This is an optimization exercise on Yosys and OpenROAD, whose aim is small area and a short achievable clock period, not a production implementation. Function was checked by simulation only, so behaviour that the tests miss may differ from the original. No activity file was given, so power comes from the tool's default toggle rates.

==> flow/design.v (outline; a module is shown in full before it is edited, if it fits) <==
// module SAD_cal: 10964 lines
// module SAD_fa: 6 lines
// module SAD_ha: 6 lines
// module SAD_andn: 5 lines
// module SAD_nandn: 5 lines
// module SAD_xor: 5 lines
// module SAD_xnor: 5 lines
// module SAD_nand: 5 lines
// module SAD_nor: 5 lines
// module SAD_aoi: 5 lines
// module SAD_oai: 5 lines
// module SAD_inv: 5 lines
// module SAD_absdiff: 22 lines
module SAD_cal(rstn,clk,din,refi,cal_en,sad,sad_val);
  // ...
==> flow/flow/run.sh <==
#!/bin/bash
# The standard layout (standard.sh), with plain buf_1 cells as the port buffers
# instead of the delay cells buffer_ports picks by default.
set -euo pipefail
export BUFFER_PORTS_ARGS="-buffer_cell sky130_fd_sc_hd__buf_1"
bash standard.sh > standard.log 2>&1
==> flow/standard.sh <==
#!/bin/bash
# synth_recipe.tcl (not shown) runs the flow's synth.tcl, then flattens the netlist and writes it again
# the make line also repeats each setting of config.mk as NAME=value (left out here)
make -C /OpenROAD-flow-scripts/flow DESIGN_CONFIG=/design/flow/config.mk WORK_HOME=/design/flow/orfs CLKGATE_MAP_FILE= SYNTH_SCRIPT=/design/flow/synth_recipe.tcl "${@:-finish}"
==> flow/config.mk <==
export PLATFORM = sky130hd
export DESIGN_NAME = SAD_cal
export DESIGN_NICKNAME = SAD_cal
export VERILOG_FILES = /design/flow/design.v
export SDC_FILE = /design/flow/constraint.sdc
export NUM_CORES = 4
export LEC_CHECK = 0
export CAP_MARGIN = 20
export CORE_AREA = 2 2 718 718
export DIE_AREA = 0 0 720 720
export PLACE_DENSITY = 0.6
export SLEW_MARGIN = 20
export SYNTH_HIERARCHICAL = 1
==> flow/constraint.sdc <==
create_clock -name core_clock -period 4.0 [get_ports {clk}]
set_input_delay 0.8000 -clock core_clock [delete_from_list [all_inputs] [get_ports {clk}]]
set_output_delay 0.8000 -clock core_clock [all_outputs]
set_load 0.01 [all_outputs]
==> run_summary.xml, run 1 <==
<?xml version="1.0" encoding="UTF-8"?>
<metrics>
  <group name="status">
    <metric name="outcome" unit="">complete, but fails checks</metric>
    <metric name="so_faults" unit="">antenna rules</metric>
  </group>
  <group name="drt">
    <metric name="route.detailed.drc" unit="">0</metric>
    <metric name="antenna_violating_nets_post_route" unit="">1</metric>
    <metric name="drt_wl_total" unit="um">669000</metric>
  </group>
  <group name="synthesis">
    <metric name="synthCells" unit="">8730</metric>
    <metric name="number_of_enable_flip_flop_cells_after_synthesis" unit="">0</metric>
    <metric name="synth_cell_types" unit="">30</metric>
  </group>
  <group name="floorplanning">
    <metric name="fp.coreArea" unit="sq um">510000</metric>
  </group>
  <group name="power">
    <metric name="powerClk" unit="mW">9.76</metric>
    <metric name="total_power" unit="mW">104</metric>
    <metric name="total_switching_power" unit="mW">55.1</metric>
    <metric name="ir_drop" unit="V">0.000826</metric>
  </group>
  <group name="global_route">
    <metric name="track_usage" unit="">0.250</metric>
    <metric name="antenna_found_initial" unit="">871</metric>
    <metric name="largest_net_degree_at_the_start_of_global_routing" unit="">19</metric>
    <metric name="first_global_vias" unit="">73400</metric>
  </group>
  <group name="layout">
    <metric name="signal_buffers" unit="">2282</metric>
    <metric name="postLayoutCellArea" unit="sq um">107000</metric>
    <metric name="multiInputGateArea" unit="sq um">69300</metric>
    <metric name="clockNetworkAreaShare" unit="">0.0326</metric>
  </group>
  <group name="clock_network">
    <metric name="tritoncts" unit="">done</metric>
    <metric name="tritoncts.num_buffers" unit="">103</metric>
    <metric name="cts.path.max_buffers" unit="">4</metric>
  </group>
  <group name="run">
    <metric name="maxCapViolations" unit="">0</metric>
  </group>
  <group name="worst_setup_path">
    <metric name="max_stage_delay" unit="ns">0.60</metric>
    <metric name="worstSetupPathType" unit="">input pin to register</metric>
    <metric name="timing.critical_path.from" unit="">refi[505]</metric>
    <metric name="crit_path_end" unit="">r1665</metric>
    <metric name="worst_r2r_path_depth" unit="">4</metric>
    <metric name="path_max_fanout" unit="">4</metric>
  </group>
  <group name="min_path">
    <metric name="hold_path_end" unit="">vld[0]</metric>
  </group>
  <group name="placed_design">
    <metric name="place.port_buffers" unit="">2067</metric>
  </group>
</metrics>
==> inputs of run 2 (changes only) <==
--- a/flow/config.mk
+++ b/flow/config.mk
@@ -11,2 +11,3 @@
 export PLACE_DENSITY = 0.6
+export SETUP_SLACK_MARGIN = 0.5
 export SLEW_MARGIN = 20
==> run_summary.xml, run 2 <==
<?xml version="1.0" encoding="UTF-8"?>
<metrics>
  <group name="layout">
    <metric name="nNetsFinal" unit="">14300</metric>
    <metric name="layout_commonest_cell" unit="">sky130_fd_sc_hd__buf_1</metric>
    <metric name="largest_reg_flops" unit="">16</metric>
    <metric name="layout.cells.non_filler" unit="">18300</metric>
    <metric name="layout_common_cells" unit="">sky130_fd_sc_hd__buf_1, sky130_fd_sc_hd__xnor2_1, sky130_fd_sc_hd__xor2_1</metric>
    <metric name="area_growth_from_synthesis_to_final_layout" unit="%">26.3</metric>
    <metric name="top_regs" unit="">total_q: 16 flops, vld: 4 flops</metric>
    <metric name="largest-register" unit="">total_q</metric>
    <metric name="final_util" unit="">0.210</metric>
    <metric name="postLayoutCellArea" unit="sq um">107000</metric>
    <metric name="drive_above_1_share" unit="">0.0820</metric>
  </group>
  <group name="clock_network">
    <metric name="cts_root_buffer" unit="">sky130_fd_sc_hd__clkbuf_16</metric>
    <metric name="worst_setup_hold_path_clk_slew" unit="ns">0.06</metric>
    <metric name="tritoncts_num_sinks" unit="">682</metric>
    <metric name="worst_skew_pair.late_latency" unit="ns">0.90</metric>
    <metric name="tritoncts.num_buffers" unit="">103</metric>
    <metric name="htreeDepth" unit="">3</metric>
    <metric name="tritoncts" unit="">done</metric>
    <metric name="cts.path.max_buffers" unit="">4</metric>
    <metric name="postCtsSetupRepairBufs" unit="">0</metric>
  </group>
  <group name="power">
    <metric name="leakage" unit="nW">37.6</metric>
    <metric name="ir_drop" unit="V">0.000853</metric>
    <metric name="power.density" unit="nW/um^2">973</metric>
  </group>
  <group name="sta">
    <metric name="timing.max_slew.rel_slack" unit="">0.253</metric>
    <metric name="max_slew.worst_pin.slew" unit="ns">1.11</metric>
    <metric name="timing.final.ws_setup" unit="ns">0.712</metric>
    <metric name="setup_viol" unit="">0</metric>
    <metric name="fin_crit_sh" unit="">0.822</metric>
    <metric name="fmax" unit="GHz">0.304</metric>
    <metric name="final_count_of_hold_timing_violations" unit="">0</metric>
    <metric name="hold_ws" unit="ns">0.131</metric>
    <metric name="finalCriticalPeriod" unit="ns">3.29</metric>
    <metric name="timing.clock.skew" unit="ns">0.0958</metric>
    <metric name="report.final.slew_viol_count" unit="">0</metric>
    <metric name="rsz0062_at_grt" unit="">yes</metric>
  </group>
  <group name="synthesis">
    <metric name="synth-main-ff-cell" unit="">sky130_fd_sc_hd__dfxtp_1</metric>
    <metric name="synth-async-reset-ratio" unit="">0.00587</metric>
    <metric name="synth.net_count" unit="">11900</metric>
    <metric name="synth.largest_area_cell" unit="">sky130_fd_sc_hd__fa_1</metric>
    <metric name="synth_largest_type_area_fraction" unit="">0.267</metric>
    <metric name="synthCells" unit="">8730</metric>
    <metric name="post-synth-top-count-cell" unit="">sky130_fd_sc_hd__xnor2_1</metric>
    <metric name="synth.ff_latch_count" unit="">682</metric>
    <metric name="syn_avg_cell_area" unit="sq um">9.70</metric>
    <metric name="yosysWarningCount" unit="">7</metric>
    <metric name="synth_seq_area_share" unit="">0.162</metric>
    <metric name="yosys-top-cells-area" unit="">sky130_fd_sc_hd__fa_1, sky130_fd_sc_hd__xnor2_1, sky130_fd_sc_hd__dfxtp_1</metric>
    <metric name="synth_cell_types" unit="">30</metric>
    <metric name="netlist_area" unit="sq um">84700</metric>
    <metric name="synth_commonest_cells" unit="">sky130_fd_sc_hd__xnor2_1, sky130_fd_sc_hd__xor2_1, sky130_fd_sc_hd__fa_1</metric>
    <metric name="number_of_enable_flip_flop_cells_after_synthesis" unit="">0</metric>
  </group>
  <group name="global_route">
    <metric name="track_usage" unit="">0.250</metric>
    <metric name="grt_remaining_overflow" unit="">0</metric>
    <metric name="antenna_found_initial" unit="">871</metric>
    <metric name="largest_net_degree_at_the_start_of_global_routing" unit="">19</metric>
    <metric name="wire_length_of_the_first_global_routing_pass" unit="um">822000</metric>
    <metric name="first_global_vias" unit="">73400</metric>
  </group>
  <group name="drt">
    <metric name="route.detailed.wl_per_inst" unit="um">36.6</metric>
    <metric name="drt_wl_total" unit="um">669000</metric>
    <metric name="via_per_inst" unit="">4.07</metric>
    <metric name="route.detailed.drc" unit="">0</metric>
    <metric name="first_iter_violations" unit="">5282</metric>
    <metric name="vias" unit="">74400</metric>
    <metric name="first_pass_iters" unit="">6</metric>
    <metric name="antenna_violating_nets_post_route" unit="">0</metric>
  </group>
  <group name="placed_design">
    <metric name="place_worst_setup_slack" unit="ns">-0.378</metric>
    <metric name="place.detailed.hpwl" unit="um">633000</metric>
    <metric name="place.port_buffers" unit="">2067</metric>
    <metric name="final_wtd_congestion" unit="">1.18</metric>
    <metric name="place.detailed.instances" unit="">17700</metric>
    <metric name="place_area" unit="sq um">103000</metric>
  </group>
  <group name="worst_setup_path">
    <metric name="worstSetupPathType" unit="">input pin to register</metric>
    <metric name="regToRegStartpoint" unit="">r1689</metric>
    <metric name="ff2ff_setup_slack" unit="ns">1.03</metric>
    <metric name="setup.worst_path.end_class" unit="">register</metric>
    <metric name="critical_path.reg2reg.endpoint" unit="">r2676</metric>
    <metric name="worst-endpoint-required" unit="ns">4.68</metric>
    <metric name="crit_arrival" unit="ns">3.97</metric>
    <metric name="worst_r2r_path_depth" unit="">4</metric>
    <metric name="path_max_fanout" unit="">8</metric>
    <metric name="start_kind" unit="">input pin</metric>
  </group>
  <group name="floorplanning">
    <metric name="die_area" unit="sq um">518000</metric>
    <metric name="rows" unit="">262</metric>
    <metric name="io-pin-count" unit="">2068</metric>
    <metric name="floorplan.die.height" unit="um">720</metric>
    <metric name="fp.coreArea" unit="sq um">510000</metric>
    <metric name="initial_utilization" unit="">0.166</metric>
    <metric name="die_w" unit="um">720</metric>
  </group>
  <group name="min_path">
    <metric name="min_from" unit="">cal_en</metric>
    <metric name="hold-path-cell-count" unit="">1</metric>
    <metric name="hold_path_end" unit="">vld[0]</metric>
    <metric name="hold_path_class" unit="">input pin to register</metric>
  </group>
  <group name="run">
    <metric name="maxCapViolations" unit="">0</metric>
  </group>
  <group name="status">
    <metric name="outcome" unit="">complete, no violations</metric>
  </group>
</metrics>
run 2: cell counts after synthesis:
Identical to the previous run, type by type.
run 2: timing repair:
| action | 4_1_cts | 5_1_grt |
|---|---|---|
| endpoints found under the hold margin | 4 | 0 |
| setup endpoints to repair | 0 | 7 |
| hold buffers | 1 | 0 |
| resized for setup | 0 | 3 |
run 2: where the power goes:
group | leakage [nW] | total [mW] | switching, mW | internal [mW]
clock | 1.70 | 9.75 | 4.14 | 5.62
sequential | 5.77 | 17.1 | 4.55 | 12.6
combinational | 30.1 | 77.2 | 46.4 | 30.8
run 2: cell families (layout without fill, tap and decap cells):
group                    Yosys count  in the layout  synth area share
flip-flops                       682            682             0.162
adder cells (fa/ha/maj)         1149           1149             0.270
XOR/XNOR                        3143           3143             0.325
buffers and inverters            451           2919            0.0201
other                              0            351                 0
AO/OA/AOI/OAI                   1553           1553             0.115
AND/OR/NAND/NOR                 1752           1752             0.108
run 2: metal layers:
layer | up-vias | track usage | wire (um)
li1 | 32900 | - | -
met1 | 36100 | 0.281 | 251000
met2 | 3532 | 0.431 | 322000
met3 | 1566 | 0.0880 | 60500
met4 | 370 | 0.0986 | 32600
met5 | - | 0 | 2620
run 2: modules after synthesis, one instance, submodules excluded, a selection:
| module | cells | flops+latches | cell area [sq um] | times used |
|---|---|---|---|---|
| SAD_nor | 1 | 0 | 3.75 | 448 |
| SAD_nand | 1 | 0 | 3.75 | 256 |
| SAD_oai | 1 | 0 | 5.00 | 1024 |
| SAD_ha | 1 | 0 | 12.5 | 8 |
| SAD_fa | 1 | 0 | 20.0 | 1127 |
| SAD_nandn | 1 | 0 | 6.26 | 1024 |
run 2: metrics by stage:
step / setup TNS (ns) / total power [mW]
2_1_floorplan: 0 / 53.5
3_3_place_gp: -13.46 / 95.8
3_5_place_dp: -5.03 / 96.5
4_1_cts: 0 / 107
5_1_grt: 0 / 112
6_report: 0 / 104
run 2: final cells by class:
class	instances	area (sq um)
antenna	351	878
tap	6732	8420
clock inverter	58	676
inverter	450	1690
clock buffer	129	2820
timing repair buffer	2282	9470
sequential	682	13700
fill	56400	403000
multi-input combinational	7597	69300
run 2: worst max path at each step:
stage,startpoint,endpoint,slack [ns],cells after the start
floorplan,refi[1],r1418,0.70,7
global placement,refi[505],r1723,-0.68,9
detailed placement,refi[505],r1665,-0.38,10
CTS,refi[505],r1665,0.51,10
global route,refi[505],r1607,0.48,9
finish,refi[489],r1665,0.71,8
run 2: worst max-delay path, cell delays in order:
cell and delay [ns]:
sky130_fd_sc_hd__buf_1 0.10, sky130_fd_sc_hd__xor2_1 0.20, sky130_fd_sc_hd__o21ai_1 0.40, sky130_fd_sc_hd__a21oi_2 0.18, sky130_fd_sc_hd__o21ai_1 0.89, sky130_fd_sc_hd__xnor2_1 0.22, sky130_fd_sc_hd__fa_1 0.70, sky130_fd_sc_hd__fa_1 0.46
==> inputs of run 3 (changes only) <==
==> flow/flow/run.sh (replaced) <==
#!/bin/bash
# The standard layout (standard.sh), with plain buf_1 cells as the port buffers
# instead of the delay cells buffer_ports picks by default, and the I/O pins
# allowed on every routing track of the die's edge so that the die can be smaller.
set -euo pipefail
export BUFFER_PORTS_ARGS="-buffer_cell sky130_fd_sc_hd__buf_1"
export PLACE_PINS_ARGS="-min_distance 1 -min_distance_in_tracks"
bash standard.sh > standard.log 2>&1
--- a/flow/config.mk
+++ b/flow/config.mk
@@ -8,6 +8,5 @@
 export CAP_MARGIN = 20
-export CORE_AREA = 2 2 718 718
-export DIE_AREA = 0 0 720 720
-export PLACE_DENSITY = 0.6
-export SETUP_SLACK_MARGIN = 0.5
+export CORE_AREA = 2 2 418 418
+export DIE_AREA = 0 0 420 420
+export PLACE_DENSITY = 0.7
 export SLEW_MARGIN = 20
==> run_summary.xml, run 3 <==
<?xml version="1.0" encoding="UTF-8"?>
<metrics>
  <group name="status">
    <metric name="outcome" unit="">stopped before the end</metric>
    <metric name="lastStage" unit="">5_1_grt</metric>
    <metric name="first_error_in_the_log" unit="">[ERROR GRT-0116] Global routing finished with congestion. Check the congestion regions in the DRC Viewer.</metric>
  </group>
  <group name="clock_network">
    <metric name="htreeDepth" unit="">3</metric>
    <metric name="cts.path.max_buffers" unit="">3</metric>
    <metric name="tritoncts_num_sinks" unit="">682</metric>
    <metric name="tritoncts.num_buffers" unit="">75</metric>
    <metric name="cts_root_buffer" unit="">sky130_fd_sc_hd__clkbuf_16</metric>
  </group>
  <group name="floorplanning">
    <metric name="io-pin-count" unit="">2068</metric>
    <metric name="die_w" unit="um">420</metric>
    <metric name="floorplan.die.height" unit="um">420</metric>
    <metric name="initial_utilization" unit="">0.493</metric>
    <metric name="rows" unit="">152</metric>
  </group>
  <group name="synthesis">
    <metric name="post-synth-top-count-cell" unit="">sky130_fd_sc_hd__xnor2_1</metric>
    <metric name="synth.net_count" unit="">11900</metric>
    <metric name="yosys-top-cells-area" unit="">sky130_fd_sc_hd__fa_1, sky130_fd_sc_hd__xnor2_1, sky130_fd_sc_hd__dfxtp_1</metric>
    <metric name="synth_commonest_cells" unit="">sky130_fd_sc_hd__xnor2_1, sky130_fd_sc_hd__xor2_1, sky130_fd_sc_hd__fa_1</metric>
    <metric name="synthCells" unit="">8730</metric>
    <metric name="yosysWarningCount" unit="">7</metric>
    <metric name="synth.largest_area_cell" unit="">sky130_fd_sc_hd__fa_1</metric>
    <metric name="synth-async-reset-ratio" unit="">0.00587</metric>
    <metric name="synth.ff_latch_count" unit="">682</metric>
    <metric name="netlist_area" unit="sq um">84700</metric>
    <metric name="syn_avg_cell_area" unit="sq um">9.70</metric>
    <metric name="synth_seq_area_share" unit="">0.162</metric>
    <metric name="synth_largest_type_area_fraction" unit="">0.267</metric>
    <metric name="number_of_enable_flip_flop_cells_after_synthesis" unit="">0</metric>
    <metric name="synth_cell_types" unit="">30</metric>
    <metric name="synth-main-ff-cell" unit="">sky130_fd_sc_hd__dfxtp_1</metric>
  </group>
  <group name="global_route">
    <metric name="largest_net_degree_at_the_start_of_global_routing" unit="">15</metric>
  </group>
  <group name="placed_design">
    <metric name="place.port_buffers" unit="">2067</metric>
    <metric name="place.detailed.instances" unit="">13200</metric>
    <metric name="final_wtd_congestion" unit="">1.19</metric>
    <metric name="place.detailed.hpwl" unit="um">354000</metric>
  </group>
</metrics>
[run 3: cell counts after synthesis]
Identical to the previous run, type by type.
[run 3: worst max-delay path by stage]
stage | start | to | slack, ns
after CTS | refi[464] | r1343 | 0.67
after detailed placement | refi[464] | r1343 | -0.04
after global placement | refi[321] | r1707 | -0.03
after floorplan | refi[1] | r1418 | 0.70
[run 3: power groups by stage]
stage               logic (mW)  registers, mW  clock network, mW
global placement          64.4           16.5                  0
CTS                       66.9           16.3               7.45
detailed placement        66.4           16.4                  0
floorplan                 39.2           14.3                  0
[run 3: Yosys stat by module, one instance, submodules excluded]
module	copies in the design	flip-flops and latches	cells
SAD_xnor	1664	0	1
SAD_aoi	512	0	1
SAD_nand	256	0	1
SAD_cal	1	682	747
SAD_xor	1472	0	1
SAD_oai	1024	0	1
SAD_nor	448	0	1
SAD_inv	448	0	1
SAD_ha	8	0	1
SAD_fa	1127	0	1
SAD_nandn	1024	0	1
[run 3: kinds of logic after synthesis]
kind of cell,synth area share
flops,0.162
buf+inv,0.0201
xor+xnor,0.325
compound gates,0.115
fa+ha+maj,0.270
simple gates,0.108
[run 3: repair_timing]
item	CTS
hold endpoints to repair	4
buffers inserted	0
hold buffers	1
resized for setup	0
[run 3: per-stage QoR]
stage / utilization / hold slack (ns) / setup slack [ns] / instance area (sq um)
floorplan: - / 0.310 / 0.697 / 84700
global placement: 0.560 / 0.315 / -0.0334 / 96200
detailed placement: 0.560 / 0.315 / -0.0351 / 96200
CTS: 0.575 / 0.196 / 0.669 / 98800
==> inputs of run 4 (changes only) <==
--- a/flow/config.mk
+++ b/flow/config.mk
@@ -8,5 +8,5 @@
 export CAP_MARGIN = 20
-export CORE_AREA = 2 2 418 418
-export DIE_AREA = 0 0 420 420
-export PLACE_DENSITY = 0.7
+export CORE_AREA = 2 2 478 478
+export DIE_AREA = 0 0 480 480
+export PLACE_DENSITY = 0.6
 export SLEW_MARGIN = 20
==> run_summary.xml, run 4 <==
<?xml version="1.0" encoding="UTF-8"?>
<metrics>
  <group name="status">
    <metric name="outcome" unit="">stopped before the end</metric>
    <metric name="lastStage" unit="">5_1_grt</metric>
    <metric name="first_error_in_the_log" unit="">[ERROR GRT-0116] Global routing finished with congestion. Check the congestion regions in the DRC Viewer.</metric>
  </group>
  <group name="clock_network">
    <metric name="postCtsSetupRepairBufs" unit="">0</metric>
    <metric name="tritoncts.num_buffers" unit="">80</metric>
    <metric name="cts.path.max_buffers" unit="">3</metric>
    <metric name="cells_resized_by_post_cts_repair" unit="">0</metric>
    <metric name="cts_root_buffer" unit="">sky130_fd_sc_hd__clkbuf_16</metric>
    <metric name="htreeDepth" unit="">3</metric>
    <metric name="tritoncts_num_sinks" unit="">682</metric>
  </group>
  <group name="synthesis">
    <metric name="yosys.area_share.xor_xnor" unit="">0.325</metric>
    <metric name="post_synthesis_mux_area_share" unit="">0</metric>
    <metric name="synth.net_count" unit="">11900</metric>
    <metric name="synth_largest_type_area_fraction" unit="">0.267</metric>
    <metric name="synthSimpleGateAreaFrac" unit="">0.108</metric>
    <metric name="post-synth-top-count-cell" unit="">sky130_fd_sc_hd__xnor2_1</metric>
    <metric name="synthCells" unit="">8730</metric>
    <metric name="yosys-top-cells-area" unit="">sky130_fd_sc_hd__fa_1, sky130_fd_sc_hd__xnor2_1, sky130_fd_sc_hd__dfxtp_1</metric>
    <metric name="yosysWarningCount" unit="">7</metric>
    <metric name="synth_commonest_cells" unit="">sky130_fd_sc_hd__xnor2_1, sky130_fd_sc_hd__xor2_1, sky130_fd_sc_hd__fa_1</metric>
    <metric name="synth.ff_latch_count" unit="">682</metric>
    <metric name="number_of_enable_flip_flop_cells_after_synthesis" unit="">0</metric>
    <metric name="syn_avg_cell_area" unit="sq um">9.70</metric>
    <metric name="netlist_area" unit="sq um">84700</metric>
    <metric name="synth-main-ff-cell" unit="">sky130_fd_sc_hd__dfxtp_1</metric>
    <metric name="synth_top_family_by_area" unit="">XOR/XNOR gates</metric>
    <metric name="synth.largest_area_cell" unit="">sky130_fd_sc_hd__fa_1</metric>
    <metric name="synth_cell_types" unit="">30</metric>
    <metric name="synth_compound_area_frac" unit="">0.115</metric>
    <metric name="synth-async-reset-ratio" unit="">0.00587</metric>
    <metric name="synth_seq_area_share" unit="">0.162</metric>
    <metric name="yosys.area_share.adder" unit="">0.270</metric>
  </group>
  <group name="floorplanning">
    <metric name="die_w" unit="um">480</metric>
    <metric name="io-pin-count" unit="">2068</metric>
    <metric name="rows" unit="">174</metric>
    <metric name="initial_utilization" unit="">0.376</metric>
    <metric name="floorplan.die.height" unit="um">480</metric>
  </group>
  <group name="placed_design">
    <metric name="place.port_buffers" unit="">2067</metric>
    <metric name="place_worst_setup_slack" unit="ns">0.00517</metric>
    <metric name="place.detailed.hpwl" unit="um">380000</metric>
    <metric name="final_wtd_congestion" unit="">1.08</metric>
  </group>
  <group name="global_route">
    <metric name="largest_net_degree_at_the_start_of_global_routing" unit="">16</metric>
  </group>
</metrics>
==> run 4: cell counts after synthesis <==
No cell type changed its count.
==> run 4: cells by family after synthesis <==
group                      Yosys count
and+or+nand+nor                   1752
DFF                                682
adders and majority gates         1149
buffers and inverters              451
AOI/OAI and AO/OA                 1553
xor gates and xnor gates          3143
==> run 4: metrics by stage <==
step	area [sq um]	power [mW]	instances	hold slack [ns]
2_1_floorplan	84700	53.5	8730	0.310
3_3_place_gp	97100	83.1	13900	0.313
3_5_place_dp	97100	84.0	13900	0.317
4_1_cts	99900	92.4	14100	0.174
==> run 4: repair_timing <==
action,4_1_cts
hold buffers,1
endpoints found under the hold margin,4
setup endpoints to repair,0
==> run 4: worst max path at each step <==
| stage | startpoint | endpoint | slack (ns) | cells after the start |
|---|---|---|---|---|
| after floorplan | refi[1] | r1418 | 0.70 | 7 |
| after global placement | refi[321] | r1663 | 0.03 | 8 |
| after detailed placement | refi[456] | r1607 | 0.005 | 8 |
| after CTS | refi[456] | r1764 | 0.73 | 8 |
==> run 4: modules after synthesis (local to each module, per instance) <==
| module | times used | area [sq um] | cells inside | flip-flops and latches |
|---|---|---|---|---|
| SAD_nand | 256 | 3.75 | 1 | 0 |
| SAD_nor | 448 | 3.75 | 1 | 0 |
| SAD_xor | 1472 | 8.76 | 1 | 0 |
| SAD_nandn | 1024 | 6.26 | 1 | 0 |
| SAD_oai | 1024 | 5.00 | 1 | 0 |
| SAD_inv | 448 | 3.75 | 1 | 0 |
| SAD_xnor | 1664 | 8.76 | 1 | 0 |
| SAD_fa | 1127 | 20.0 | 1 | 0 |
| SAD_cal | 1 | 14200 | 747 | 682 |
| SAD_aoi | 512 | 8.76 | 1 | 0 |
| SAD_ha | 8 | 12.5 | 1 | 0 |
==> run 4: power groups by stage <==
stage                     Combinational (mW)  Clock, mW  Sequential [mW]
after floorplan                         39.2          0             14.3
after CTS                               67.7       8.00             16.7
after global placement                  66.3          0             16.8
after detailed placement                67.2          0             16.8
==> inputs of run 5 (changes only) <==
--- a/flow/flow/run.sh
+++ b/flow/flow/run.sh
@@ -7,2 +7,3 @@
 export PLACE_PINS_ARGS="-min_distance 1 -min_distance_in_tracks"
+export ROUTING_LAYER_ADJUSTMENT=0.10
 bash standard.sh > standard.log 2>&1
==> run_summary.xml, run 5 <==
<?xml version="1.0" encoding="UTF-8"?>
<metrics>
  <group name="status">
    <metric name="outcome" unit="">stopped before the end</metric>
    <metric name="lastStage" unit="">5_1_grt</metric>
    <metric name="first_error_in_the_log" unit="">[ERROR GRT-0116] Global routing finished with congestion. Check the congestion regions in the DRC Viewer.</metric>
  </group>
  <group name="synthesis">
    <metric name="synth.ff_latch_count" unit="">682</metric>
    <metric name="synth-async-reset-ratio" unit="">0.00587</metric>
    <metric name="synth.net_count" unit="">11900</metric>
    <metric name="synth_seq_area_share" unit="">0.162</metric>
    <metric name="yosysWarningCount" unit="">7</metric>
    <metric name="synth_largest_type_area_fraction" unit="">0.267</metric>
    <metric name="synthCells" unit="">8730</metric>
    <metric name="yosys-top-cells-area" unit="">sky130_fd_sc_hd__fa_1, sky130_fd_sc_hd__xnor2_1, sky130_fd_sc_hd__dfxtp_1</metric>
    <metric name="netlist_area" unit="sq um">84700</metric>
    <metric name="synth_cell_types" unit="">30</metric>
    <metric name="syn_avg_cell_area" unit="sq um">9.70</metric>
    <metric name="post-synth-top-count-cell" unit="">sky130_fd_sc_hd__xnor2_1</metric>
    <metric name="synth.largest_area_cell" unit="">sky130_fd_sc_hd__fa_1</metric>
    <metric name="synth_commonest_cells" unit="">sky130_fd_sc_hd__xnor2_1, sky130_fd_sc_hd__xor2_1, sky130_fd_sc_hd__fa_1</metric>
    <metric name="synth-main-ff-cell" unit="">sky130_fd_sc_hd__dfxtp_1</metric>
    <metric name="number_of_enable_flip_flop_cells_after_synthesis" unit="">0</metric>
  </group>
  <group name="floorplanning">
    <metric name="rows" unit="">174</metric>
    <metric name="floorplan.die.height" unit="um">480</metric>
    <metric name="die_w" unit="um">480</metric>
    <metric name="io-pin-count" unit="">2068</metric>
    <metric name="initial_utilization" unit="">0.376</metric>
  </group>
  <group name="placed_design">
    <metric name="place.detailed.hpwl" unit="um">380000</metric>
    <metric name="place_worst_setup_slack" unit="ns">0.00517</metric>
    <metric name="place.port_buffers" unit="">2067</metric>
    <metric name="final_wtd_congestion" unit="">1.08</metric>
    <metric name="place_area" unit="sq um">97100</metric>
    <metric name="place.detailed.instances" unit="">13900</metric>
  </group>
  <group name="clock_network">
    <metric name="tritoncts_num_sinks" unit="">682</metric>
    <metric name="cts.path.max_buffers" unit="">3</metric>
    <metric name="cells_resized_by_post_cts_repair" unit="">0</metric>
    <metric name="htreeDepth" unit="">3</metric>
    <metric name="tritoncts.num_buffers" unit="">80</metric>
    <metric name="cts_root_buffer" unit="">sky130_fd_sc_hd__clkbuf_16</metric>
    <metric name="postCtsSetupRepairBufs" unit="">0</metric>
  </group>
  <group name="global_route">
    <metric name="largest_net_degree_at_the_start_of_global_routing" unit="">16</metric>
  </group>
</metrics>
[run 5: cell counts after synthesis]
No cell type changed its count.
[run 5: per-stage QoR]
| step | power (mW) | utilization |
|---|---|---|
| after global placement | 83.1 | 0.431 |
| after detailed placement | 84.0 | 0.431 |
| after CTS | 92.4 | 0.444 |
| after floorplan | 53.5 | - |
[run 5: power groups by stage]
| stage | logic, mW | clock network (mW) | registers (mW) |
|---|---|---|---|
| floorplan | 39.2 | 0 | 14.3 |
| global placement | 66.3 | 0 | 16.8 |
| detailed placement | 67.2 | 0 | 16.8 |
| CTS | 67.7 | 8.00 | 16.7 |
[run 5: per-module statistics from Yosys, one instance, submodules excluded, a selection]
module | flops+latches | cell area, sq um | cells inside | times used
SAD_fa | 0 | 20.0 | 1 | 1127
SAD_oai | 0 | 5.00 | 1 | 1024
SAD_cal | 682 | 14200 | 747 | 1
SAD_nand | 0 | 3.75 | 1 | 256
SAD_inv | 0 | 3.75 | 1 | 448
SAD_xor | 0 | 8.76 | 1 | 1472
SAD_nor | 0 | 3.75 | 1 | 448
SAD_ha | 0 | 12.5 | 1 | 8
SAD_xnor | 0 | 8.76 | 1 | 1664
[run 5: worst max-delay path by stage]
stage / start / end / slack [ns] / depth (start not counted)
2_1_floorplan: refi[1] / r1418 / 0.70 / 7
3_3_place_gp: refi[321] / r1663 / 0.03 / 8
3_5_place_dp: refi[456] / r1607 / 0.005 / 8
4_1_cts: refi[456] / r1764 / 0.73 / 8
[run 5: kinds of logic after synthesis]
family	synth area share
xor+xnor	0.325
simple gates	0.108
compound gates	0.115
fa+ha+maj	0.270
flops	0.162
buf+inv	0.0201
[run 5: what timing repair did]
item / CTS
hold endpoints to repair: 4
hold buffers: 1
endpoints found under the setup margin: 0
==> inputs of run 6 (changes only) <==
--- a/flow/config.mk
+++ b/flow/config.mk
@@ -8,3 +8,3 @@
 export CAP_MARGIN = 20
-export CORE_AREA = 2 2 478 478
+export CORE_AREA = 12 12 468 468
 export DIE_AREA = 0 0 480 480
==> run_summary.xml, run 6 <==
<?xml version="1.0" encoding="UTF-8"?>
<metrics>
  <group name="synthesis">
    <metric name="number_of_enable_flip_flop_cells_after_synthesis" unit="">0</metric>
    <metric name="synth-async-reset-ratio" unit="">0.00587</metric>
    <metric name="synth_commonest_cells" unit="">sky130_fd_sc_hd__xnor2_1, sky130_fd_sc_hd__xor2_1, sky130_fd_sc_hd__fa_1</metric>
    <metric name="synth.largest_area_cell" unit="">sky130_fd_sc_hd__fa_1</metric>
    <metric name="yosysWarningCount" unit="">7</metric>
    <metric name="synthCells" unit="">8730</metric>
    <metric name="synth_cell_types" unit="">30</metric>
    <metric name="synth.net_count" unit="">11900</metric>
    <metric name="netlist_area" unit="sq um">84700</metric>
    <metric name="syn_avg_cell_area" unit="sq um">9.70</metric>
    <metric name="yosys-top-cells-area" unit="">sky130_fd_sc_hd__fa_1, sky130_fd_sc_hd__xnor2_1, sky130_fd_sc_hd__dfxtp_1</metric>
    <metric name="synth_seq_area_share" unit="">0.162</metric>
    <metric name="post-synth-top-count-cell" unit="">sky130_fd_sc_hd__xnor2_1</metric>
    <metric name="synth_largest_type_area_fraction" unit="">0.267</metric>
    <metric name="synth.ff_latch_count" unit="">682</metric>
    <metric name="synth-main-ff-cell" unit="">sky130_fd_sc_hd__dfxtp_1</metric>
  </group>
  <group name="drt">
    <metric name="drt_wl_total" unit="um">431000</metric>
    <metric name="first_pass_iters" unit="">5</metric>
    <metric name="antenna_violating_nets_post_route" unit="">0</metric>
    <metric name="route.detailed.drc" unit="">0</metric>
    <metric name="via_per_inst" unit="">5.17</metric>
    <metric name="vias" unit="">72600</metric>
    <metric name="route.detailed.wl_per_inst" unit="um">30.7</metric>
    <metric name="first_iter_violations" unit="">5505</metric>
  </group>
  <group name="worst_setup_path">
    <metric name="worst_r2r_path_depth" unit="">4</metric>
    <metric name="crit_arrival" unit="ns">3.86</metric>
    <metric name="start_kind" unit="">input pin</metric>
    <metric name="worstSetupPathType" unit="">input pin to register</metric>
    <metric name="setup.worst_path.end_class" unit="">register</metric>
    <metric name="critical_path.reg2reg.endpoint" unit="">r2688</metric>
    <metric name="path_max_fanout" unit="">8</metric>
    <metric name="crit_path_end" unit="">r1425</metric>
    <metric name="worst-endpoint-required" unit="ns">4.56</metric>
    <metric name="regToRegStartpoint" unit="">r1731</metric>
    <metric name="timing.critical_path.from" unit="">refi[505]</metric>
    <metric name="ff2ff_setup_slack" unit="ns">1.11</metric>
  </group>
  <group name="status">
    <metric name="outcome" unit="">complete, no violations</metric>
  </group>
  <group name="layout">
    <metric name="num-fill-cells" unit="">20100</metric>
    <metric name="area_growth_from_synthesis_to_final_layout" unit="%">18.3</metric>
    <metric name="nNetsFinal" unit="">14200</metric>
    <metric name="layout.cells.non_filler" unit="">14000</metric>
    <metric name="layout_common_cells" unit="">sky130_fd_sc_hd__buf_1, sky130_fd_sc_hd__xnor2_1, sky130_fd_sc_hd__xor2_1</metric>
    <metric name="top_regs" unit="">total_q: 16 flops, vld: 4 flops</metric>
    <metric name="postLayoutCellArea" unit="sq um">100000</metric>
    <metric name="layout_commonest_cell" unit="">sky130_fd_sc_hd__buf_1</metric>
    <metric name="final_util" unit="">0.484</metric>
    <metric name="largest-register" unit="">total_q</metric>
    <metric name="drive_above_1_share" unit="">0.0707</metric>
    <metric name="largest_reg_flops" unit="">16</metric>
  </group>
  <group name="floorplanning">
    <metric name="io-pin-count" unit="">2068</metric>
    <metric name="die_w" unit="um">480</metric>
    <metric name="die_area" unit="sq um">230000</metric>
    <metric name="rows" unit="">167</metric>
    <metric name="floorplan.die.height" unit="um">480</metric>
    <metric name="initial_utilization" unit="">0.409</metric>
    <metric name="fp.coreArea" unit="sq um">207000</metric>
  </group>
  <group name="placed_design">
    <metric name="final_wtd_congestion" unit="">1.05</metric>
    <metric name="place.detailed.hpwl" unit="um">399000</metric>
    <metric name="place.port_buffers" unit="">2067</metric>
    <metric name="place.detailed.instances" unit="">13600</metric>
    <metric name="place_worst_setup_slack" unit="ns">0.0381</metric>
    <metric name="place_area" unit="sq um">96800</metric>
  </group>
  <group name="power">
    <metric name="ir_drop" unit="V">0.00115</metric>
    <metric name="leakage" unit="nW">36.7</metric>
    <metric name="power.density" unit="nW/um^2">934</metric>
  </group>
  <group name="sta">
    <metric name="timing.final.ws_setup" unit="ns">0.702</metric>
    <metric name="final_count_of_hold_timing_violations" unit="">0</metric>
    <metric name="max_slew.worst_pin.slew" unit="ns">1.11</metric>
    <metric name="report.final.slew_viol_count" unit="">0</metric>
    <metric name="fmax" unit="GHz">0.303</metric>
    <metric name="setup_total_negative_slack" unit="ns">0</metric>
    <metric name="timing.clock.skew" unit="ns">0.0345</metric>
    <metric name="timing.max_slew.rel_slack" unit="">0.254</metric>
    <metric name="rsz0062_at_grt" unit="">no</metric>
    <metric name="fin_crit_sh" unit="">0.825</metric>
    <metric name="finalCriticalPeriod" unit="ns">3.30</metric>
    <metric name="setup_viol" unit="">0</metric>
  </group>
  <group name="clock_network">
    <metric name="postCtsSetupRepairBufs" unit="">0</metric>
    <metric name="cts_hold_buffers" unit="">1</metric>
    <metric name="tritoncts_num_sinks" unit="">682</metric>
    <metric name="worst_skew_pair.late_latency" unit="ns">0.69</metric>
    <metric name="worst_setup_hold_path_clk_slew" unit="ns">0.07</metric>
    <metric name="htreeDepth" unit="">3</metric>
    <metric name="cts_root_buffer" unit="">sky130_fd_sc_hd__clkbuf_16</metric>
    <metric name="tritoncts" unit="">done</metric>
    <metric name="cts.path.max_buffers" unit="">3</metric>
    <metric name="cells_resized_by_post_cts_repair" unit="">0</metric>
    <metric name="tritoncts.num_buffers" unit="">80</metric>
  </group>
  <group name="min_path">
    <metric name="hold_path_class" unit="">input pin to register</metric>
    <metric name="hold-path-cell-count" unit="">1</metric>
  </group>
  <group name="global_route">
    <metric name="track_usage" unit="">0.360</metric>
    <metric name="largest_net_degree_at_the_start_of_global_routing" unit="">15</metric>
    <metric name="grt_remaining_overflow" unit="">0</metric>
    <metric name="wire_length_of_the_first_global_routing_pass" unit="um">581000</metric>
    <metric name="antenna_found_initial" unit="">319</metric>
    <metric name="first_global_vias" unit="">75700</metric>
  </group>
  <group name="run">
    <metric name="maxCapViolations" unit="">0</metric>
  </group>
</metrics>
==> run 6: kinds of logic after synthesis <==
kind of cell,Yosys count,synth area share
adder cells (fa/ha/maj),1149,0.270
XOR/XNOR,3143,0.325
AO/OA/AOI/OAI,1553,0.115
AND/OR/NAND/NOR,1752,0.108
buffers and inverters,451,0.0201
flip-flops,682,0.162
==> run 6: per-layer routing <==
layer | track usage | vias to the layer above | share of wire
met5 | 0.0210 | - | 0.0012
met4 | 0.257 | 78 | 0.083
met3 | 0.114 | 1131 | 0.094
met2 | 0.563 | 3550 | 0.45
met1 | 0.412 | 35300 | 0.37
li1 | - | 32500 | -
==> run 6: worst max-delay path: stages <==
cell	delay, ns
sky130_fd_sc_hd__buf_1	0.10
sky130_fd_sc_hd__xor2_1	0.18
sky130_fd_sc_hd__o21ai_1	0.31
sky130_fd_sc_hd__a21oi_2	0.14
sky130_fd_sc_hd__o21ai_1	0.68
sky130_fd_sc_hd__xnor2_1	0.22
sky130_fd_sc_hd__fa_1	0.92
sky130_fd_sc_hd__fa_1	0.49
==> run 6: power by group <==
group | switching, mW | internal [mW] | total [mW]
sequential | 3.94 | 12.6 | 16.5
combinational | 40.1 | 29.3 | 69.4
clock | 3.29 | 4.42 | 7.70
==> run 6: through the flow <==
step                power (mW)  hold slack [ns]
finish                    93.6            0.229
global route               100            0.205
CTS                       93.2            0.186
detailed placement        84.9            0.322
global placement          84.0            0.314
floorplan                 53.5            0.310
==> run 6: per-module statistics from Yosys, one instance, submodules excluded, excerpt <==
| module | flops+latches | cells inside |
|---|---|---|
| SAD_fa | 0 | 1 |
| SAD_ha | 0 | 1 |
| SAD_xnor | 0 | 1 |
| SAD_nandn | 0 | 1 |
| SAD_oai | 0 | 1 |
| SAD_inv | 0 | 1 |
==> run 6: final cells by class <==
| class | count | area (sq um) | share of cell area |
|---|---|---|---|
| multi-input cells | 7597 | 69300 | 0.692 |
| clock buffers | 105 | 2230 | 0.0222 |
| inverters | 450 | 1690 | 0.0169 |
| repair buffers | 2193 | 8770 | 0.0875 |
| diodes | 254 | 636 | 0.00635 |
| clock inverters | 39 | 470 | 0.00470 |
| well taps | 2704 | 3380 | 0.0338 |
| flip-flops and latches | 682 | 13700 | 0.136 |
==> run 6: worst min-delay path by stage <==
| stage | slack (ns) | to | from |
|---|---|---|---|
| floorplan | 0.31 | r2871 | r2602 |
| global placement | 0.31 | r2872 | r2603 |
| detailed placement | 0.32 | r2872 | r2603 |
| CTS | 0.19 | vld[0] | cal_en |
| global route | 0.21 | vld[0] | cal_en |
| finish | 0.23 | vld[0] | cal_en |
==> inputs of run 7 (changes only) <==
--- a/flow/config.mk
+++ b/flow/config.mk
@@ -11,2 +11,3 @@
 export PLACE_DENSITY = 0.6
+export SETUP_SLACK_MARGIN = 0.5
 export SLEW_MARGIN = 20
==> run_summary.xml, run 7 <==
<?xml version="1.0" encoding="UTF-8"?>
<metrics>
  <group name="clock_network">
    <metric name="tritoncts" unit="">done</metric>
    <metric name="cells_resized_by_post_cts_repair" unit="">0</metric>
    <metric name="worst_setup_hold_path_clk_slew" unit="ns">0.07</metric>
    <metric name="tritoncts_num_sinks" unit="">682</metric>
    <metric name="postCtsSetupRepairBufs" unit="">0</metric>
    <metric name="worst_skew_pair.late_latency" unit="ns">0.69</metric>
    <metric name="htreeDepth" unit="">3</metric>
    <metric name="tritoncts.num_buffers" unit="">80</metric>
    <metric name="cts_root_buffer" unit="">sky130_fd_sc_hd__clkbuf_16</metric>
    <metric name="cts.path.max_buffers" unit="">3</metric>
    <metric name="cts_hold_buffers" unit="">1</metric>
  </group>
  <group name="worst_setup_path">
    <metric name="path_max_fanout" unit="">8</metric>
    <metric name="worstSetupPathType" unit="">input pin to register</metric>
    <metric name="critical_path.reg2reg.endpoint" unit="">r2688</metric>
    <metric name="crit_arrival" unit="ns">3.86</metric>
    <metric name="setup.worst_path.end_class" unit="">register</metric>
    <metric name="worst_r2r_path_depth" unit="">4</metric>
    <metric name="worst-endpoint-required" unit="ns">4.56</metric>
    <metric name="regToRegStartpoint" unit="">r1731</metric>
    <metric name="start_kind" unit="">input pin</metric>
    <metric name="ff2ff_setup_slack" unit="ns">1.11</metric>
  </group>
  <group name="sta">
    <metric name="timing.clock.skew" unit="ns">0.0345</metric>
    <metric name="finalCriticalPeriod" unit="ns">3.30</metric>
    <metric name="setup_total_negative_slack" unit="ns">0</metric>
    <metric name="final_count_of_hold_timing_violations" unit="">0</metric>
    <metric name="report.final.slew_viol_count" unit="">0</metric>
    <metric name="rsz0062_at_grt" unit="">no</metric>
    <metric name="fmax" unit="GHz">0.303</metric>
    <metric name="max_slew.worst_pin.slew" unit="ns">1.11</metric>
    <metric name="hold_ws" unit="ns">0.229</metric>
    <metric name="setup_viol" unit="">0</metric>
    <metric name="fin_crit_sh" unit="">0.825</metric>
    <metric name="timing.max_slew.rel_slack" unit="">0.254</metric>
  </group>
  <group name="synthesis">
    <metric name="synth-main-ff-cell" unit="">sky130_fd_sc_hd__dfxtp_1</metric>
    <metric name="synth.largest_area_cell" unit="">sky130_fd_sc_hd__fa_1</metric>
    <metric name="netlist_area" unit="sq um">84700</metric>
    <metric name="syn_avg_cell_area" unit="sq um">9.70</metric>
    <metric name="synth_commonest_cells" unit="">sky130_fd_sc_hd__xnor2_1, sky130_fd_sc_hd__xor2_1, sky130_fd_sc_hd__fa_1</metric>
    <metric name="post-synth-top-count-cell" unit="">sky130_fd_sc_hd__xnor2_1</metric>
    <metric name="yosys-top-cells-area" unit="">sky130_fd_sc_hd__fa_1, sky130_fd_sc_hd__xnor2_1, sky130_fd_sc_hd__dfxtp_1</metric>
    <metric name="synthCells" unit="">8730</metric>
    <metric name="synth_seq_area_share" unit="">0.162</metric>
    <metric name="synth.ff_latch_count" unit="">682</metric>
    <metric name="synth_cell_types" unit="">30</metric>
    <metric name="synth_largest_type_area_fraction" unit="">0.267</metric>
    <metric name="synth.net_count" unit="">11900</metric>
    <metric name="synth-async-reset-ratio" unit="">0.00587</metric>
    <metric name="yosysWarningCount" unit="">7</metric>
    <metric name="number_of_enable_flip_flop_cells_after_synthesis" unit="">0</metric>
  </group>
  <group name="power">
    <metric name="power.density" unit="nW/um^2">934</metric>
    <metric name="ir_drop" unit="V">0.00115</metric>
    <metric name="total_power" unit="mW">93.6</metric>
    <metric name="total_switching_power" unit="mW">47.3</metric>
    <metric name="leakage" unit="nW">36.7</metric>
    <metric name="power_switching_share" unit="">0.505</metric>
    <metric name="combinationalPowerShare" unit="">0.741</metric>
    <metric name="power.internal" unit="mW">46.3</metric>
    <metric name="clkPwrFrac" unit="">0.082</metric>
    <metric name="power_frac_seq" unit="">0.176</metric>
  </group>
  <group name="layout">
    <metric name="drive_above_1_share" unit="">0.0707</metric>
    <metric name="final_util" unit="">0.484</metric>
    <metric name="layout_common_cells" unit="">sky130_fd_sc_hd__buf_1, sky130_fd_sc_hd__xnor2_1, sky130_fd_sc_hd__xor2_1</metric>
    <metric name="num-fill-cells" unit="">20100</metric>
    <metric name="largest-register" unit="">total_q</metric>
    <metric name="layout_commonest_cell" unit="">sky130_fd_sc_hd__buf_1</metric>
    <metric name="layout.cells.non_filler" unit="">14000</metric>
    <metric name="nNetsFinal" unit="">14200</metric>
    <metric name="area_growth_from_synthesis_to_final_layout" unit="%">18.3</metric>
    <metric name="top_regs" unit="">total_q: 16 flops, vld: 4 flops</metric>
    <metric name="largest_reg_flops" unit="">16</metric>
  </group>
  <group name="placed_design">
    <metric name="place.detailed.hpwl" unit="um">399000</metric>
    <metric name="final_wtd_congestion" unit="">1.05</metric>
    <metric name="place.detailed.instances" unit="">13600</metric>
    <metric name="place.port_buffers" unit="">2067</metric>
  </group>
  <group name="floorplanning">
    <metric name="die_w" unit="um">480</metric>
    <metric name="die_area" unit="sq um">230000</metric>
    <metric name="fp.coreArea" unit="sq um">207000</metric>
    <metric name="floorplan.die.height" unit="um">480</metric>
    <metric name="rows" unit="">167</metric>
    <metric name="io-pin-count" unit="">2068</metric>
    <metric name="initial_utilization" unit="">0.409</metric>
  </group>
  <group name="min_path">
    <metric name="min_from" unit="">cal_en</metric>
    <metric name="hold_path_end" unit="">vld[0]</metric>
    <metric name="hold-path-cell-count" unit="">1</metric>
    <metric name="hold_path_class" unit="">input pin to register</metric>
  </group>
  <group name="drt">
    <metric name="drt_wl_total" unit="um">431000</metric>
    <metric name="route.detailed.drc" unit="">0</metric>
    <metric name="first_pass_iters" unit="">5</metric>
    <metric name="vias" unit="">72600</metric>
    <metric name="first_iter_violations" unit="">5505</metric>
    <metric name="via_per_inst" unit="">5.17</metric>
    <metric name="route.detailed.wl_per_inst" unit="um">30.7</metric>
    <metric name="antenna_violating_nets_post_route" unit="">0</metric>
  </group>
  <group name="run">
    <metric name="maxCapViolations" unit="">0</metric>
  </group>
  <group name="status">
    <metric name="outcome" unit="">complete, no violations</metric>
  </group>
  <group name="global_route">
    <metric name="largest_net_degree_at_the_start_of_global_routing" unit="">15</metric>
    <metric name="antenna_found_initial" unit="">319</metric>
    <metric name="track_usage" unit="">0.360</metric>
    <metric name="wire_length_of_the_first_global_routing_pass" unit="um">581000</metric>
    <metric name="first_global_vias" unit="">75700</metric>
    <metric name="grt_remaining_overflow" unit="">0</metric>
  </group>
</metrics>
## run 7: cell counts in the layout (fill, tap and decap cells not counted)
Identical to the previous run, type by type.
## run 7: logic make-up after synthesis
family,share of synthesized area
adder cells (fa/ha/maj),0.270
flip-flops,0.162
XOR/XNOR,0.325
buffers and inverters,0.0201
AND/OR/NAND/NOR,0.108
AO/OA/AOI/OAI,0.115
## run 7: area by class of cell
type	instances	area, sq um	share of cell area
clock buffers	105	2230	0.0222
multi-input cells	7597	69300	0.692
diodes	254	636	0.00635
clock inverters	39	470	0.00470
flip-flops and latches	682	13700	0.136
well taps	2704	3380	0.0338
inverters	450	1690	0.0169
repair buffers	2193	8770	0.0875
## run 7: worst max path at each step
| stage | startpoint | end | slack (ns) |
|---|---|---|---|
| 6_report | refi[505] | r1425 | 0.70 |
| 5_1_grt | refi[504] | r1425 | 0.61 |
| 4_1_cts | refi[505] | r1425 | 0.76 |
| 3_5_place_dp | refi[505] | r1425 | 0.04 |
| 3_3_place_gp | refi[704] | r1427 | -0.05 |
| 2_1_floorplan | refi[1] | r1418 | 0.70 |
## run 7: modules after synthesis (local to each module, per instance)
module / times used / cells / flops+latches / cell area (sq um)
SAD_cal: 1 / 747 / 682 / 14200
SAD_fa: 1127 / 1 / 0 / 20.0
SAD_inv: 448 / 1 / 0 / 3.75
SAD_aoi: 512 / 1 / 0 / 8.76
SAD_oai: 1024 / 1 / 0 / 5.00
SAD_nor: 448 / 1 / 0 / 3.75
SAD_nand: 256 / 1 / 0 / 3.75
SAD_ha: 8 / 1 / 0 / 12.5
SAD_nandn: 1024 / 1 / 0 / 6.26
SAD_xnor: 1664 / 1 / 0 / 8.76
SAD_xor: 1472 / 1 / 0 / 8.76
## run 7: per-layer routing
metal / track usage / wire length [um] / part of all wire / vias to the layer above
met4: 0.257 / 35500 / 0.083 / 78
met3: 0.114 / 40600 / 0.094 / 1131
met5: 0.0210 / 533 / 0.0012 / -
li1: - / - / - / 32500
met2: 0.563 / 193000 / 0.45 / 3550
met1: 0.412 / 161000 / 0.37 / 35300
## run 7: power by group through the flow
stage	combinational, mW	clock, mW	sequential, mW
after floorplan	39.2	0	14.3
after global placement	67.3	0	16.7
after detailed placement	68.3	0	16.6
after CTS	68.9	7.77	16.5
after global routing	75.7	8.04	16.7
final	69.4	7.70	16.5
## run 7: worst max-delay path, cell delays in order
cell	delay, ns
sky130_fd_sc_hd__buf_1	0.10
sky130_fd_sc_hd__xor2_1	0.18
sky130_fd_sc_hd__o21ai_1	0.31
sky130_fd_sc_hd__a21oi_2	0.14
sky130_fd_sc_hd__o21ai_1	0.68
sky130_fd_sc_hd__xnor2_1	0.22
sky130_fd_sc_hd__fa_1	0.92
sky130_fd_sc_hd__fa_1	0.49
## run 7: stage by stage
step / setup WS, ns / cell area (sq um)
6_report: 0.702 / 100000
5_1_grt: 0.609 / 100000
4_1_cts: 0.761 / 99500
3_5_place_dp: 0.0381 / 96800
3_3_place_gp: -0.0516 / 96800
2_1_floorplan: 0.697 / 84700

-- re-timing with driven ports --
Ports are ideal in the flow. The routed layouts listed here were re-timed in OpenROAD. Step 1 sets driving cells, clkbuf_16 on the clock port and buf_2 on the other inputs (assumed; they add their load-dependent delay and slew). Step 2 adds t to the input delays and takes it off the output delays; t is the mean of the earliest and latest rising clock arrival at the registers after step 1. Input paths then give back, and output paths get back, about the clock's delay inside the block. Three values: ideal, step 1, step 2; two values: the first two.
| run | t, ns | slack for setup (ns) | cell pins on the clock port's net |
|---|---|---|---|
| run 1 | 0.958 | 0.632 / 0.431 / -0.527 | 1 |
| run 2 | 0.956 | 0.712 / 0.514 / -0.442 | 1 |
| run 6 | 0.770 | 0.702 / 0.601 / -0.169 | 1 |
| run 7 | 0.770 | 0.702 / 0.601 / -0.169 | 1 |
The setup slack of run 1, which loses most, moves by -0.201 ns with the drivers and by -1.159 ns with both steps.
